From an optimization exercise on the open Yosys and OpenROAD flow, aimed at small area; shortcuts taken in it are not production practice.
At most, simulation tests tie the RTL to the original design; equivalence was not proved.
The flow treats the clock pin as an ideal source, which a real chip does not have.

yarrow:
==> flow/design.v <==
module uart_rx #(
    parameter CLK_FREQ      = 50_000_000    ,
    parameter BAUD_RATE     = 9600          ,
    parameter DATA_WIDTH    = 8             ,
    parameter PARITY        = 0             ,
    parameter STOP_BIT      = 1
)(
    input   logic                   clk             ,
    input   logic                   rst             ,
    output  logic [DATA_WIDTH-1:0]  m_axis_tdata    ,
    output  logic                   m_axis_tvalid   ,
    input   logic                   m_axis_tready   ,
    output  logic                   frame_error     ,
    output  logic                   parity_error    ,
    input   logic                   rx_wire
);
    localparam logic [8:0] POS_0   = 9'b011000111;   
    localparam logic [8:0] POS_217 = 9'b000010000;   
    logic       rx_d0, rx_d1, rx_flag;
    logic [8:0] lfsr;
    logic [3:0] tick_cnt;      
    logic [7:0] shreg;
    logic       par;
    wire tick  = lfsr[0] & ~lfsr[1] & ~lfsr[3] & ~lfsr[4] & ~lfsr[5] & ~lfsr[6] & lfsr[7];
    wire pos_v = ~(lfsr[0] | lfsr[1] | lfsr[3] | lfsr[5] | lfsr[6] | lfsr[7] | lfsr[8]);
    wire rx_negedge = rx_d1 & ~rx_d0;
    assign m_axis_tvalid = rx_flag & pos_v & (tick_cnt == 4'd0);    
    assign m_axis_tdata  = shreg;
    assign parity_error  = par;
    assign frame_error   = ~rx_d0;
    always_ff @(posedge clk or posedge rst) begin
        if (rst) begin
            rx_d0    <= 1'b0;
            rx_flag  <= 1'b0;
        end else begin
            rx_d0    <= rx_wire;
            rx_flag  <= rx_negedge | (rx_flag & ~m_axis_tvalid);
        end
    end
    always_ff @(posedge clk) begin
        rx_d1    <= rx_d0;
        tick_cnt <= rx_flag ? tick_cnt + {3'd0, tick} : 4'd5;
        lfsr <= !rx_flag ? POS_0 : tick ? POS_217 : {lfsr[7:0], lfsr[8] ^ lfsr[1]};
        if (tick && tick_cnt[3:1] != 3'b111)
            shreg <= {rx_wire, shreg[7:1]};
        if (tick)
            par <= (tick_cnt == 4'd5) ? 1'b0 : (tick_cnt == 4'd15) ? par : par ^ rx_wire;
    end
endmodule
module uart_tx #(
    parameter CLK_FREQ      = 50_000_000    ,
    parameter BAUD_RATE     = 9600          ,
    parameter DATA_WIDTH    = 8             ,
    parameter PARITY        = 0             ,
    parameter STOP_BIT      = 1
)(
    input   logic                   clk             ,
    input   logic                   rst             ,
    input   logic [DATA_WIDTH-1:0]  s_axis_tdata    ,
    input   logic                   s_axis_tvalid   ,
    output  logic                   s_axis_tready   ,
    output  logic                   tx_wire
);
    logic [8:0] lfsr;
    logic [9:0] shreg;
    logic       par;           
    wire last = ~lfsr[0] & lfsr[1] & lfsr[3] & ~lfsr[4] & ~lfsr[5] & ~lfsr[6] & ~lfsr[7] & ~lfsr[8];
    wire hs   = s_axis_tvalid & s_axis_tready;
    wire tail = (shreg[9:1] == 9'd0);      
    always_ff @(posedge clk or posedge rst) begin
        if (rst)
            s_axis_tready <= 1'b1;
        else if (hs)
            s_axis_tready <= 1'b0;
        else if (last && tail && !shreg[0])
            s_axis_tready <= 1'b1;
    end
    always_ff @(posedge clk) begin
        lfsr <= (s_axis_tready | last) ? 9'd0 : {~lfsr[7:0], ~(lfsr[8] ^ lfsr[1])};
        if (hs)
            shreg <= {1'b1, s_axis_tdata, 1'b0};
        else if (last)
            shreg <= {1'b0, shreg[9:1]};
        par  <= s_axis_tready ? 1'b0 : par ^ (last & shreg[0] & ~tail);
    end
    assign tx_wire = s_axis_tready | (tail ? (~shreg[0] | par) : shreg[0]);
endmodule
module uart #(
    parameter CLK_FREQ      = 50_000_000    ,
    parameter BAUD_RATE     = 115200        ,
    parameter DATA_WIDTH    = 8             ,
    parameter PARITY        = 2             ,    
    parameter STOP_BIT      = 1                  
)(
    input   logic                   clk             ,
    input   logic                   rst             ,
    input   logic [DATA_WIDTH-1:0]  s_axis_tdata    ,
    input   logic                   s_axis_tvalid   ,
    output  logic                   s_axis_tready   ,
    output  logic [DATA_WIDTH-1:0]  m_axis_tdata    ,
    output  logic                   m_axis_tvalid   ,
    input   logic                   m_axis_tready   ,
    output  logic                   frame_error     ,        
    output  logic                   parity_error    ,        
    input   logic                   rx_wire         ,
    output  logic                   tx_wire         
);
    uart_rx #(
        .CLK_FREQ      (CLK_FREQ  ),
        .BAUD_RATE     (BAUD_RATE ),
        .DATA_WIDTH    (DATA_WIDTH),
        .PARITY        (PARITY    ),
        .STOP_BIT      (STOP_BIT  )   
    )u_uart_rx(
        .clk             ,
        .rst             ,
        .m_axis_tdata    ,
        .m_axis_tvalid   ,
        .m_axis_tready   ,
        .frame_error     ,
        .parity_error    ,
        .rx_wire         
    );
    uart_tx #(
        .CLK_FREQ      (CLK_FREQ  ),
        .BAUD_RATE     (BAUD_RATE ),
        .DATA_WIDTH    (DATA_WIDTH),    
        .PARITY        (PARITY    ),
        .STOP_BIT      (STOP_BIT  )   
    )u_uart_tx(
        .clk             ,
        .rst             ,
        .s_axis_tdata    ,
        .s_axis_tvalid   ,
        .s_axis_tready   ,
        .tx_wire         
    );
endmodule
==> flow/config.mk <==
export PLATFORM = sky130hd
export DESIGN_NAME = uart
export DESIGN_NICKNAME = uart
export VERILOG_FILES = /design/flow/design.v
export SDC_FILE = /design/flow/constraint.sdc
export NUM_CORES = 4
export LEC_CHECK = 0
export CAP_MARGIN = 20
export CORE_MARGIN = 2
export CORE_UTILIZATION = 40
export SLEW_MARGIN = 20
==> flow/constraint.sdc <==
create_clock -name core_clock -period 20.0 [get_ports {clk}]
set_input_delay 4.0000 -clock core_clock [delete_from_list [all_inputs] [get_ports {clk}]]
set_output_delay 4.0000 -clock core_clock [all_outputs]
set_load 0.01 [all_outputs]
standard.sh (not shown) runs the stock make flow with config.mk's settings and CLKGATE_MAP_FILE= SYNTH_SCRIPT=/design/flow/synth_recipe.tcl, a recipe that flattens the netlist after the stock synthesis.
==> flow/flow/run.sh <==
#!/bin/bash
# Standard layout, with three changes: gates are sized down to their smallest
# variant after floorplan (flow/downsize.tcl), the port buffers are buf_1 cells,
# and the
# clock is distributed by the small tree of flow/cts_tree.tcl instead of
# TritonCTS's H-tree (flow/cts_pre.tcl and flow/cts_post.tcl, hooked around
# the CTS step). Each ORFS step logs to orfs/logs/; make's output goes to
# standard.log.
set -o pipefail
source flow/params.sh
bash standard.sh \
  BUFFER_PORTS_ARGS="-buffer_cell sky130_fd_sc_hd__buf_1" \
  PRE_CTS_TCL="$PWD/flow/cts_pre.tcl" \
  POST_CTS_TCL="$PWD/flow/cts_post.tcl" \
  POST_FLOORPLAN_TCL="$PWD/flow/downsize.tcl" \
  CTS_GROUPS="$CTS_GROUPS" CTS_CELL="$CTS_CELL" CTS_ROOT="$CTS_ROOT" \
  CTS_ARGS="-clk_nets clk -dont_use_dummy_load -buf_list sky130_fd_sc_hd__clkbuf_1" \
  finish > standard.log 2>&1
==> flow/flow/cts_post.tcl <==
# After CTS: put the clock pins back on net clk, remove the temporary buffer,
# build the clock tree of flow/cts_tree.tcl and legalize its cells.
set block [ord::get_db_block]
set clk_net [$block findNet clk]
set tmp_net [$block findNet clk_tmp]
set tmp [$block findInst clk_tmp_buf]
foreach it [$tmp_net getITerms] {
  if {[$it getInst] ne $tmp} {
    $it disconnect
    $it connect $clk_net
  }
}
odb::dbInst_destroy $tmp
odb::dbNet_destroy $tmp_net
source [file join [file dirname [info script]] cts_tree.tcl]
detailed_placement
check_placement -verbose
estimate_parasitics -placement
report_clock_skew
==> flow/flow/cts_pre.tcl <==
# Before CTS: hide the clock pins behind one temporary buffer, so that
# TritonCTS (run on net clk only) finds a single sink and builds nothing, and
# repair_clock_inverters finds no inverter to clone.
set block [ord::get_db_block]
set clk_net [$block findNet clk]
set tmp [odb::dbInst_create $block [[ord::get_db] findMaster sky130_fd_sc_hd__clkbuf_1] clk_tmp_buf]
set tmp_net [odb::dbNet_create $block clk_tmp]
$tmp_net setSigType CLOCK
foreach it [$clk_net getITerms] {
  $it disconnect
  $it connect $tmp_net
}
[$tmp findITerm A] connect $clk_net
[$tmp findITerm X] connect $tmp_net
set core [$block getCoreArea]
$tmp setLocation [$core xMin] [$core yMin]
$tmp setPlacementStatus PLACED
==> flow/flow/cts_tree.tcl <==
# Clock distribution for this small design, in place of TritonCTS's H-tree
# (which splits the sinks into groups of at most 15 with a buffer each).
# The clock pins are split into CTS_GROUPS groups by x position; one cell of
# type CTS_CELL, placed at the centroid of its group, drives each group. If
# CTS_ROOT is set, the clock port drives one CTS_ROOT cell, placed at the
# centroid of all sinks, and that cell drives the group cells (use a pair of
# inverters to keep the clock's polarity).
set groups $::env(CTS_GROUPS)
set block [ord::get_db_block]
set db [ord::get_db]
set clk_net [$block findNet clk]
set sinks {}
set ax 0
set ay 0
foreach it [$clk_net getITerms] {
  set loc [[$it getInst] getLocation]
  lappend sinks [list [lindex $loc 0] [lindex $loc 1] $it]
  set ax [expr {$ax + [lindex $loc 0]}]
  set ay [expr {$ay + [lindex $loc 1]}]
}
set n [llength $sinks]
set src_net $clk_net
if {[info exists ::env(CTS_ROOT)] && $::env(CTS_ROOT) ne ""} {
  set root [odb::dbInst_create $block [$db findMaster $::env(CTS_ROOT)] clkbuf_root]
  set src_net [odb::dbNet_create $block clk_root]
  $src_net setSigType CLOCK
  [$root findITerm A] connect $clk_net
  [$root findITerm Y] connect $src_net
  $root setLocation [expr {$ax / $n}] [expr {$ay / $n}]
  $root setPlacementStatus PLACED
}
set master [$db findMaster $::env(CTS_CELL)]
set out_pin [expr {[string match *inv* $::env(CTS_CELL)] ? "Y" : "X"}]
set sinks [lsort -integer -index 0 $sinks]
for {set g 0} {$g < $groups} {incr g} {
  set lo [expr {($g * $n) / $groups}]
  set hi [expr {(($g + 1) * $n) / $groups - 1}]
  set buf [odb::dbInst_create $block $master clkbuf_leaf_$g]
  set net [odb::dbNet_create $block clk_leaf_$g]
  $net setSigType CLOCK
  set sx 0
  set sy 0
  foreach s [lrange $sinks $lo $hi] {
    set sx [expr {$sx + [lindex $s 0]}]
    set sy [expr {$sy + [lindex $s 1]}]
    set it [lindex $s 2]
    $it disconnect
    $it connect $net
  }
  set cnt [expr {$hi - $lo + 1}]
  [$buf findITerm A] connect $src_net
  [$buf findITerm $out_pin] connect $net
  $buf setLocation [expr {$sx / $cnt}] [expr {$sy / $cnt}]
  $buf setPlacementStatus PLACED
  puts "cts_pre: clkbuf_leaf_$g drives $cnt clock pins"
}
==> flow/flow/downsize.tcl <==
# After floorplan: Yosys/ABC sizes some gates up for a timing target far
# tighter than this design needs. Give every logic gate the smallest-area
# variant of its own function (same cell name, other drive strength); the
# resizer's repair_design then fixes any slew or capacitance limit this
# breaks. Flip-flops keep their cells.
set db [ord::get_db]
set dont_use {}
foreach p $::env(DONT_USE_CELLS) { lappend dont_use $p }
proc is_dont_use {name} {
  foreach p $::dont_use { if {[string match $p $name]} { return 1 } }
  return 0
}
set swapped 0
foreach inst [[ord::get_db_block] getInsts] {
  set m [$inst getMaster]
  if {[$m getType] ne "CORE"} { continue }
  set name [$m getName]
  if {![regexp {^(sky130_fd_sc_hd__[a-z0-9]+?)_([0-9]+)$} $name -> base size]} { continue }
  if {[regexp {__(s?e?df|dl|clk)} $base]} { continue }
  set best $m
  set best_area [expr {[$m getWidth] * [$m getHeight]}]
  foreach s {0 1 2} {
    set c [$db findMaster ${base}_$s]
    if {$c eq "NULL" || [is_dont_use [$c getName]]} { continue }
    set a [expr {[$c getWidth] * [$c getHeight]}]
    if {$a < $best_area} {
      set best $c
      set best_area $a
    }
  }
  if {$best ne $m} {
    puts "downsize: [$inst getName] $name -> [$best getName]"
    $inst swapMaster $best
    incr swapped
  }
}
puts "downsize: $swapped cells"
==> flow/flow/params.sh <==
CTS_GROUPS=1
CTS_CELL=sky130_fd_sc_hd__clkinv_16
CTS_ROOT=sky130_fd_sc_hd__inv_4
floorplan: yarrow exited with error
Changes in delta relative to yarrow:
diff --git a/flow/design.v b/flow/design.v
--- a/flow/design.v
+++ b/flow/design.v
@@ -58,28 +58,29 @@
     input   logic                   rst             ,
     input   logic [DATA_WIDTH-1:0]  s_axis_tdata    ,
     input   logic                   s_axis_tvalid   ,
     output  logic                   s_axis_tready   ,
     output  logic                   tx_wire
 );
+    localparam logic [8:0] POS_0 = 9'b000010000;
     logic [8:0] lfsr;
     logic [9:0] shreg;
     logic       par;           
-    wire last = ~lfsr[0] & lfsr[1] & lfsr[3] & ~lfsr[4] & ~lfsr[5] & ~lfsr[6] & ~lfsr[7] & ~lfsr[8];
+    wire last = lfsr[0] & ~lfsr[1] & ~lfsr[3] & ~lfsr[4] & ~lfsr[5] & ~lfsr[6] & lfsr[7];
     wire hs   = s_axis_tvalid & s_axis_tready;
     wire tail = (shreg[9:1] == 9'd0);      
     always_ff @(posedge clk or posedge rst) begin
         if (rst)
             s_axis_tready <= 1'b1;
         else if (hs)
             s_axis_tready <= 1'b0;
         else if (last && tail && !shreg[0])
             s_axis_tready <= 1'b1;
     end
     always_ff @(posedge clk) begin
-        lfsr <= (s_axis_tready | last) ? 9'd0 : {~lfsr[7:0], ~(lfsr[8] ^ lfsr[1])};
+        lfsr <= (s_axis_tready | last) ? POS_0 : {lfsr[7:0], lfsr[8] ^ lfsr[1]};
         if (hs)
             shreg <= {1'b1, s_axis_tdata, 1'b0};
         else if (last)
             shreg <= {1'b0, shreg[9:1]};
         par  <= s_axis_tready ? 1'b0 : par ^ (last & shreg[0] & ~tail);
     end
### Flow results
- What ended delta was a tool error in floorplan; the run never finished.
- yarrow did not make it past floorplan, where a tool error ended it.
- Comparing delta against yarrow, there is no change at all in number of storage elements in the synthesis netlist.
- yarrow → delta: die height down 0.66 um, compound-gate portion of the synthesized area up 0.92 points, synthesized-area fraction occupied by adder cells flat.
- Looking at fraction of synthesized area in multiplexers, delta sits 0.29 points below yarrow.
- Compared delta against yarrow; xor-xnor portion of the synthesized cell area within noise.
- yarrow has lower sequential-to-total area share from yosys stat than delta.
- Re synthesized cell count: no difference whatsoever between delta and yarrow.
- Diff delta..yarrow | post-synthesis async set-or-reset flop share | unchanged
- In the flow results for delta and yarrow, the effective utilization at floorplan is smaller on delta.
- delta does better than yarrow on area after synthesis.
Function not checked in delta: the RTL went through the layout flow alone.
